Source: an optimization exercise on an open RTL-to-GDS flow (aim: small area, a short achievable clock period and few clock cycles). Production flows keep margins and buffers that such runs may drop.

== job 8304 ==
// LearningMachine
module LearningMachine(input clk,rst, start, input [6:0] x1Data,x2Data, input [1:0] tData, output[1:0] signYin, output[13:0] w1,w2,b,Yin,output ReadEn, Ready);
Size: ~900 cells after synthesis, ~86 flip-flops, about 79 I/O pins.
export LEC_CHECK = 0
export ABC_CLOCK_PERIOD_IN_PS = 5000
export CAP_MARGIN = 20
export CORE_MARGIN = 2
export CORE_UTILIZATION = 40
export SETUP_SLACK_MARGIN = 5
export SLEW_MARGIN = 20
export SYNTH_HIERARCHICAL = 1
export SYNTH_MINIMUM_KEEP_SIZE = 0
create_clock -name core_clock -period 12.0 [get_ports {clk}]
standard.sh (not shown) runs the stock make flow with config.mk's settings and CLKGATE_MAP_FILE= SYNTH_SCRIPT=/design/flow/synth_recipe.tcl, a recipe that flattens the netlist after the stock synthesis.
==> flow/flow/run.sh <==
#!/bin/bash
set -euo pipefail
bash standard.sh SETUP_SLACK_MARGIN=8.5 'BUFFER_PORTS_ARGS=-buffer_cell sky130_fd_sc_hd__buf_1' finish > standard_make.log 2>&1
Changes in job 8448 relative to job 8304:
==> flow/flow/run.sh <==
#!/bin/bash
set -euo pipefail
bash standard.sh SETUP_SLACK_MARGIN=7.5 'BUFFER_PORTS_ARGS=-buffer_cell sky130_fd_sc_hd__buf_1' finish > standard_make.log 2>&1
==> results.txt <==
Taking job 8304 as the reference, in job 8448 maximum clock frequency decreased 1.4 MHz; sequential share of layout area increased 0.94 points; clock skew essentially unchanged. The wire length the detailed router placed on met1 of job 8448 is lower than that of job 8304. Diff job 8304 and job 8448: share of the cycle needed by the critical path after routing higher in job 8448. In the tables for job 8304 and job 8448, relative max-transition margin reads lower with job 8448. Job 8304 → job 8448: met2 track utilization from global routing lower, count of pins on the block boundary roughly the same.
Edits applied to the flow inputs when going from job 8448 to job 951:
==> flow/flow/run.sh <==
#!/bin/bash
set -euo pipefail
bash standard.sh SETUP_SLACK_MARGIN=8 SETUP_MOVE_SEQUENCE=unbuffer,size_down,sizeup,swap,clone 'BUFFER_PORTS_ARGS=-buffer_cell sky130_fd_sc_hd__buf_1' finish > standard_make.log 2>&1
Notes after the runs:
[job 951] actual slew at the worst max-slew pin rose 0.047 ns relative to job 8448
In the tables for job 8448 and job 951, fraction of the cycle the final worst path needs reads lower with job 8448.
Changes observed in job 951 relative to job 8448: via count lost about 4%; number of sinks handled by clock tree synthesis has remained practically unchanged; area of the core region neither gained nor lost much.
Final hold slack (higher): job 951
For job 8448, the startpoint of the worst setup timing path was u2[7], unlike job 951, where it was u1[10].
Job 8448 and job 951 ended up with roughly the same count of multi-input gates.
As far as number of levels in the clock H-tree goes, job 8448 and job 951 are indistinguishable; the numbers are identical.
Function was not checked in any run of this note: the RTL went through the layout flow alone.

========
LearningMachine, a different RTL version from the one above (not shown whole).
Size in the first run: roughly 74 flip-flops, roughly 79 I/O pins, roughly 8600 sq um of cells after synthesis.
## LearningMachine
module LearningMachine(input clk,rst, start, input [6:0] x1Data,x2Data, input [1:0] tData, output[1:0] signYin, output[13:0] w1,w2,b,Yin,output ReadEn, Ready);
  reg busy, rdEn, valid;
  reg xlast, flag;
  reg [7:0] cnt;      
  reg [6:0] x1, x2;
  reg t;
  wire [3:0] o1, o2;      
  wire [2:0] tw1, tw2;    
  reg [11:0] u1, u2;
  reg [7:0] v;
  reg [13:0] yReg;
  wire [13:0] ya, yb;
  wire [11:0] u1n, u2n;
  wire n1;
  wire n2;
  wire n3;
  wire n4;
  wire n5;
  wire n6;
  wire n7;
  wire n8;
  wire n9;
  wire n10;
  wire n11;
  wire n12;
  wire n13;
  wire n14;
  wire n15;
  wire n16;
  wire n17;
  wire n18;
  wire n19;
  wire n20;
  wire n21;
  wire n22;
  wire n23;
  wire n24;
  wire n25;
  wire n26;
  wire n27;
  wire n28;
  wire n29;
  wire n30;
  wire n31;
  wire n32;
  wire n33;
  wire n34;
  wire n35;
  wire n36;
  wire n37;
  wire n38;
  wire n39;
  wire n40;
  wire n41;
  wire n42;
  wire n43;
  wire n44;
  wire n45;
  wire n46;
  wire n47;
  wire n48;
  wire n49;
  wire n50;
  wire n51;
  wire n52;
  wire n53;
  wire n54;
  wire n55;
  wire n56;
  wire n57;
  wire n58;
  wire n59;
  wire n60;
  wire n61;
  wire n62;
  wire n63;
  wire n64;
  wire n65;
  wire n66;
  wire n67;
  wire n68;
  wire n69;
  wire n70;
  wire n71;
  wire n72;
  wire n73;
  wire n74;
  wire n75;
  wire n76;
  wire n77;
  wire n78;
  wire n79;
  wire n80;
  wire n81;
  wire n82;
  wire n83;
  wire n84;
  wire n85;
  wire n86;
  wire n87;
  wire n88;
  wire n89;
  wire n90;
  wire n91;
  wire n92;
  wire n93;
  wire n94;
  wire n95;
  wire n96;
  wire n97;
  wire n98;
  wire n99;
  wire s100;
  wire c101;
  wire s102;
  wire c103;
  wire s104;
  wire c105;
  wire s106;
  wire c107;
  wire s108;
  wire c109;
  wire s110;
  wire c111;
  ...
==> flow/config.mk <==
export PLATFORM = sky130hd
export DESIGN_NAME = LearningMachine
export DESIGN_NICKNAME = LearningMachine
export VERILOG_FILES = /design/flow/design.v
export SDC_FILE = /design/flow/constraint.sdc
export NUM_CORES = 4
export LEC_CHECK = 0
export ABC_CLOCK_PERIOD_IN_PS = 5000
export CAP_MARGIN = 20
export CORE_MARGIN = 2
export CORE_UTILIZATION = 40
export SETUP_SLACK_MARGIN = 5
export SLEW_MARGIN = 20
export SYNTH_HIERARCHICAL = 1
export SYNTH_MINIMUM_KEEP_SIZE = 0
==> flow/constraint.sdc <==
create_clock -name core_clock -period 12.0 [get_ports {clk}]
set_input_delay 2.4000 -clock core_clock [delete_from_list [all_inputs] [get_ports {clk}]]
set_output_delay 2.4000 -clock core_clock [all_outputs]
set_load 0.01 [all_outputs]
==> flow/flow/run.sh <==
#!/bin/bash
set -euo pipefail
bash standard.sh SETUP_SLACK_MARGIN=7.5 'BUFFER_PORTS_ARGS=-buffer_cell sky130_fd_sc_hd__buf_1' finish > standard_make.log 2>&1
The starting point ran to the end with no violations.
Edit:
==> flow/flow/run.sh (replaced) <==
#!/bin/bash
set -euo pipefail
bash standard.sh SETUP_SLACK_MARGIN=8 'BUFFER_PORTS_ARGS=-buffer_cell sky130_fd_sc_hd__buf_1' finish > standard_make.log 2>&1
Result: The changed run completed without violations; clock-buffer cell count went down by 2; first-iteration DRC count shrinks by about a fifth.
Function was not checked in any run of this note: the RTL went through the layout flow alone.

-- static timing again, ports no longer ideal --
Ports are ideal in the flow. The routed layouts listed here were re-timed in OpenROAD. Step 1 (the two cells are an assumption about what drives the block):
set clk [get_ports {clk}]
set_driving_cell -lib_cell sky130_fd_sc_hd__clkbuf_16 $clk
set_driving_cell -lib_cell sky130_fd_sc_hd__buf_2 [delete_from_list [all_inputs] $clk]
Step 2 moves the port delays by t, midway between the first and last clock arrival at a register: inputs arrive t later, outputs are due t later. That takes back most of the time a late clock gives input paths. Three values: ideal, step 1, step 2; two values: the first two.
run | t (ns) | setup WS [ns] | worst register clock-pin slew, ns
job 8304 | 0.400 | 6.954 / 6.954 / 6.954 | 0.07 / 0.07
job 8448 | 0.398 | 6.918 / 6.918 / 6.918 | 0.07 / 0.07
job 951 | 0.400 | 6.747 / 6.747 / 6.747 | 0.07 / 0.07
the first run of note 2 | 0.401 | 6.580 / 6.580 / 6.580 | 0.07 / 0.07
the second run of note 2 | 0.392 | 6.650 / 6.650 / 6.650 | 0.07 / 0.07
After both steps setup and hold are still met in every run listed.
